Context: an optimization exercise on an open-source flow, tuned for small area, a short achievable clock period and few clock cycles per item. The choices shown serve that exercise and are no tape-out recipe. Only simulation tests tie the RTL to the original design; equivalence was not proved. Power and IR drop assume default switching activity.

==> flow/design.v <==
module MIPS(
    input reset_n,
    input clk,
    output [31:0] imem_addr,
    input [31:0] imem_rdata,
    output [31:0] dmem_addr,
    output [31:0] dmem_wdata,
    output dmem_we,
    input [31:0] dmem_rdata
);
reg [29:0] pc;           
reg [31:0] ir;           
reg        xv;           
reg        xp;           
reg [31:0] opa, opb_r;   
reg        fa, fb;       
reg [31:0] m_res;        
reg [31:0] m_wd;         
reg        m_we;         
reg        m_ld;         
reg [4:0]  m_rd;         
reg [31:0] rf [1:31];
wire [4:0]  dst;         
wire        taken;       
wire [29:0] target;
wire        ld_hz;       
wire [31:0] wb;          
wire [29:0] pc1 = pc + 30'd1;
assign imem_addr = {pc, 2'b00};
wire [4:0] f_rs = imem_rdata[25:21];
wire [4:0] f_rt = imem_rdata[20:16];
wire f_jmp = (imem_rdata[31:27] == 5'b00001);       
wire f_jal = f_jmp & imem_rdata[26];
wire [31:0] f_ir = f_jal ? {imem_rdata[31:26], pc1[25:0]} : imem_rdata;
wire w31_busy = (xv & (dst == 5'd31)) | (m_rd == 5'd31);
wire f_jr31 = (imem_rdata[31:26] == 6'd0) & (f_rs == 5'd31) & (f_rt == 5'd0) &
              (imem_rdata[5:0] == 6'b001000) & ~w31_busy;
reg [31:0] rfa, rfb;
integer i;
always @* begin
    rfa = 32'd0;
    rfb = 32'd0;
    for (i = 1; i < 32; i = i + 1) begin
        rfa = rfa | ({32{f_rs == i}} & rf[i]);
        rfb = rfb | ({32{f_rt == i}} & rf[i]);
    end
end
wire fm_a = (m_rd != 5'd0) & (m_rd == f_rs);
wire fm_b = (m_rd != 5'd0) & (m_rd == f_rt);
wire fe_a = (dst != 5'd0) & (dst == f_rs);
wire fe_b = (dst != 5'd0) & (dst == f_rt);
wire [31:0] f_a = fm_a ? wb : rfa;
wire [31:0] f_b = fm_b ? wb : rfb;
wire [5:0] op = ir[31:26];
wire [5:0] fn = ir[5:0];
wire [4:0] rt = ir[20:16];
wire [4:0] rd = ir[15:11];
wire is_mem  = op[5];                                    
wire is_sw   = op[5] & op[3];
wire is_lw   = op[5] & ~op[3];
wire is_imm  = ~op[5] & op[3];                           
wire is_slti = is_imm & op[1];
wire is_br   = ~op[5] & ~op[3] & op[2];                  
wire is_jj   = ~op[5] & ~op[3] & ~op[2] & op[1];         
wire is_jal  = is_jj & op[0];
wire is_r    = ~op[5] & ~op[3] & ~op[2] & ~op[1];
wire is_jr   = is_r & (fn == 6'b001000);
wire r_log   = fn[2];                                    
wire r_slt   = fn[3];
wire r_sub   = fn[1] & ~fn[3];
wire uses_rt = is_r | is_br | is_sw;
wire uses_rs = ~is_jj;
wire [31:0] a = fa ? m_res : opa;
wire [31:0] b = fb ? m_res : opb_r;
wire [31:0] imm = {{16{ir[15]}}, ir[15:0]};
wire [31:0] opb = (is_imm | is_mem) ? imm : b;
wire sub = is_slti | (is_r & (r_slt | r_sub | is_jr));
wire [32:0] sum = {1'b0, a} + {1'b0, sub ? ~opb : opb} + {32'd0, sub};
wire lt = ~sum[32];
reg [31:0] res;
always @* begin
    if (is_jal)
        res = {pc[29:26], ir[25:0], 2'b00};
    else if (is_slti | (is_r & r_slt))
        res = {31'd0, lt};
    else if (is_r & r_log)
        res = fn[0] ? (a | b) : (a & b);
    else
        res = sum[31:0];
end
assign dst = ~xv ? 5'd0 :
             (is_r & ~is_jr) ? rd :
             (is_imm | is_lw) ? rt :
             is_jal ? 5'd31 : 5'd0;
wire eq = (a == b);
assign taken = xv & ((is_br & (eq ^ op[0])) | (is_jr & ~xp));
wire [29:0] btarget = pc + imm[29:0];
assign target = is_jr ? sum[31:2] : btarget;
assign ld_hz = xv & m_ld & ((uses_rs & fa) | (uses_rt & fb));
assign dmem_addr  = m_res;
assign dmem_wdata = m_wd;
assign dmem_we    = m_we;
assign wb = m_ld ? dmem_rdata : m_res;
always @(posedge clk) begin
    if (!reset_n) begin
        pc   <= 30'd0;
        xv   <= 1'b0;
        m_we <= 1'b0;
        m_ld <= 1'b0;
        m_rd <= 5'd0;
    end else if (ld_hz) begin
        m_we <= 1'b0;
        m_ld <= 1'b0;
        m_rd <= 5'd0;
    end else begin
        m_we <= xv & is_sw;
        m_ld <= xv & is_lw;
        m_rd <= dst;
        xv   <= ~taken;
        pc   <= taken ? target :
                f_jmp ? {pc1[29:26], imem_rdata[25:0]} :
                f_jr31 ? rf[31][31:2] : pc1;
    end
end
always @(posedge clk) begin
    if (ld_hz) begin
        if (fa) opa <= wb;
        if (fb) opb_r <= wb;
        fa <= 1'b0;
        fb <= 1'b0;
    end else begin
        ir    <= f_ir;
        xp    <= f_jr31;
        opa   <= f_a;
        opb_r <= f_b;
        fa    <= fe_a;
        fb    <= fe_b;
    end
end
always @(posedge clk) begin
    m_res <= res;
    m_wd  <= b;
end
genvar g;
generate
    for (g = 1; g < 32; g = g + 1) begin : regs
        always @(posedge clk) begin
            if (!reset_n || (m_rd == g))
                rf[g] <= reset_n ? wb : 32'd0;
        end
    end
endgenerate
endmodule
==> flow/config.mk <==
export PLATFORM = sky130hd
export DESIGN_NAME = MIPS
export DESIGN_NICKNAME = MIPS
export VERILOG_FILES = /design/flow/design.v
export SDC_FILE = /design/flow/constraint.sdc
export NUM_CORES = 4
export LEC_CHECK = 0
export CAP_MARGIN = 20
export CORE_MARGIN = 2
export CORE_UTILIZATION = 50
export CTS_BUF_LIST = sky130_fd_sc_hd__clkbuf_4 sky130_fd_sc_hd__clkbuf_8
export PLACE_DENSITY = 0.65
export SLEW_MARGIN = 20
==> flow/constraint.sdc <==
create_clock -name core_clock -period 14.0 [get_ports {clk}]
set_input_delay 2.8000 -clock core_clock [delete_from_list [all_inputs] [get_ports {clk}]]
set_output_delay 2.8000 -clock core_clock [all_outputs]
set_load 0.01 [all_outputs]
standard.sh (not shown) runs the stock make flow with config.mk's settings and CLKGATE_MAP_FILE= SYNTH_SCRIPT=/design/flow/synth_recipe.tcl, a recipe that flattens the netlist after the stock synthesis.
==> flow/flow/run.sh <==
#!/bin/bash
# Standard ORFS layout (the standard.sh, standard synthesis unchanged), with:
#  - sizing free to pick any footprint of a cell's function;
#  - port buffers made with buf_2 instead of a delay-buffer cell.
set -o pipefail
bash standard.sh SETUP_SLACK_MARGIN=9.6 TNS_END_PERCENT=100 MATCH_CELL_FOOTPRINT=0 \
    "BUFFER_PORTS_ARGS=-buffer_cell sky130_fd_sc_hd__buf_2" finish > make_finish.log 2>&1
Testbench counts at the start, summed over its fixed seeds: cycles 36,086, insns 32,772.
==> next run, changes <==
--- a/flow/design.v
+++ b/flow/design.v
@@ -70,13 +70,14 @@
 wire r_sub   = fn[1] & ~fn[3];
 wire uses_rt = is_r | is_br | is_sw;
 wire uses_rs = ~is_jj;
 wire [31:0] a = fa ? m_res : opa;
+wire [31:0] alu_a = is_br ? {pc, 2'b00} : a;
 wire [31:0] b = fb ? m_res : opb_r;
 wire [31:0] imm = {{16{ir[15]}}, ir[15:0]};
-wire [31:0] opb = (is_imm | is_mem) ? imm : b;
+wire [31:0] opb = (is_imm | is_mem) ? imm : is_br ? {imm[29:0], 2'b00} : b;
 wire sub = is_slti | (is_r & (r_slt | r_sub | is_jr));
-wire [32:0] sum = {1'b0, a} + {1'b0, sub ? ~opb : opb} + {32'd0, sub};
+wire [32:0] sum = {1'b0, alu_a} + {1'b0, sub ? ~opb : opb} + {32'd0, sub};
 wire lt = ~sum[32];
 reg [31:0] res;
 always @* begin
     if (is_jal)
@@ -93,10 +94,9 @@
              (is_imm | is_lw) ? rt :
              is_jal ? 5'd31 : 5'd0;
 wire eq = (a == b);
 assign taken = xv & ((is_br & (eq ^ op[0])) | (is_jr & ~xp));
-wire [29:0] btarget = pc + imm[29:0];
-assign target = is_jr ? sum[31:2] : btarget;
+assign target = sum[31:2];
 assign ld_hz = xv & m_ld & ((uses_rs & fa) | (uses_rt & fb));
 assign dmem_addr  = m_res;
 assign dmem_wdata = m_wd;
 assign dmem_we    = m_we;
Effect:
- utilization went down by 0.58 points
- wire length came out lower by a little under a tenth
- via count shrinks by a few percent
- synthesized area falls by a few percent
- setup slack degrades by 60 ps
Testbench counts after the change, summed over its fixed seeds: cycles 36,086, insns 32,772.

Starts from the design.v that is shown in full above.
export LEC_CHECK = 0
export CAP_MARGIN = 20
export CORE_MARGIN = 2
export CORE_UTILIZATION = 35
export CTS_BUF_LIST = sky130_fd_sc_hd__clkbuf_4 sky130_fd_sc_hd__clkbuf_8
export PLACE_DENSITY = 0.55
export SLEW_MARGIN = 20
create_clock -name core_clock -period 14.0 [get_ports {clk}]
Scripts as last shown in full above: flow/flow/run.sh
Testbench counts at the start, summed over its fixed seeds: cycles 36,086, insns 32,772.
Edit:
--- a/flow/design.v
+++ b/flow/design.v
@@ -72,9 +72,10 @@
 wire uses_rs = ~is_jj;
 wire [31:0] a = fa ? m_res : opa;
+wire [31:0] alu_a = is_br ? {pc, 2'b00} : a;
 wire [31:0] b = fb ? m_res : opb_r;
 wire [31:0] imm = {{16{ir[15]}}, ir[15:0]};
-wire [31:0] opb = (is_imm | is_mem) ? imm : b;
+wire [31:0] opb = (is_imm | is_mem) ? imm : is_br ? {imm[29:0], 2'b00} : b;
 wire sub = is_slti | (is_r & (r_slt | r_sub | is_jr));
-wire [32:0] sum = {1'b0, a} + {1'b0, sub ? ~opb : opb} + {32'd0, sub};
+wire [32:0] sum = {1'b0, alu_a} + {1'b0, sub ? ~opb : opb} + {32'd0, sub};
 wire lt = ~sum[32];
 reg [31:0] res;
@@ -95,6 +96,5 @@
 wire eq = (a == b);
 assign taken = xv & ((is_br & (eq ^ op[0])) | (is_jr & ~xp));
-wire [29:0] btarget = pc + imm[29:0];
-assign target = is_jr ? sum[31:2] : btarget;
+assign target = sum[31:2];
 assign ld_hz = xv & m_ld & ((uses_rs & fa) | (uses_rt & fb));
 assign dmem_addr  = m_res;
Result: Worst hold slack is worse by 0.043 ns; total power shrinks by 3.7%; die area shrinks by 2.8%; first-iteration DRC count shrinks by 4.5%; wire length shrinks by 6.8%; combinational power shrinks by 17%; count of clock-buffer cells in the layout shrinks by 11; register-to-register slack is worse by 0.08 ns; utilization shrinks by 0.19 points; setup slack is better by 0.12 ns; synthesized area shrinks by 2.9%.
Testbench counts after the change, summed over its fixed seeds: cycles 36,086, insns 32,772.

[static timing again, ports no longer ideal]
In the flow no input, the clock included, has a driving cell. The finished layouts below were timed again as built, in two steps.
Step 1, drivers: a clkbuf_16 drives clk and a buf_2 each remaining input, both assumed.
Step 2 moves the port delays by t, midway between the first and last clock arrival at a register: inputs arrive t later, outputs are due t later. That takes back most of the time a late clock gives input paths.
Slacks: ideal / step 1 / step 2; pairs: ideal / step 1.
| run | t (ns) | slack for setup (ns) | hold WS [ns] | worst setup path at the end | clock arrival spread, ns |
|---|---|---|---|---|---|
| the first run of note 1 | 0.982 | 9.422 / 9.324 / 8.342 | 0.490 / 0.490 / 0.490 | input to register | 0.072 / 0.072 |
| the second run of note 1 | 0.989 | 9.362 / 9.364 / 8.375 | 0.475 / 0.475 / 0.475 | input to register | 0.072 / 0.072 |
| the first run of note 2 | 1.010 | 9.367 / 9.321 / 8.311 | 0.487 / 0.487 / 0.487 | input to register | 0.068 / 0.068 |
| the second run of note 2 | 1.025 | 9.485 / 9.407 / 8.382 | 0.445 / 0.445 / 0.445 | input to register | 0.056 / 0.056 |
After both steps every run listed still meets setup and hold. The setup slack of the second run of note 2, which loses most, moves by -0.078 ns with the drivers and by -1.103 ns with both steps.
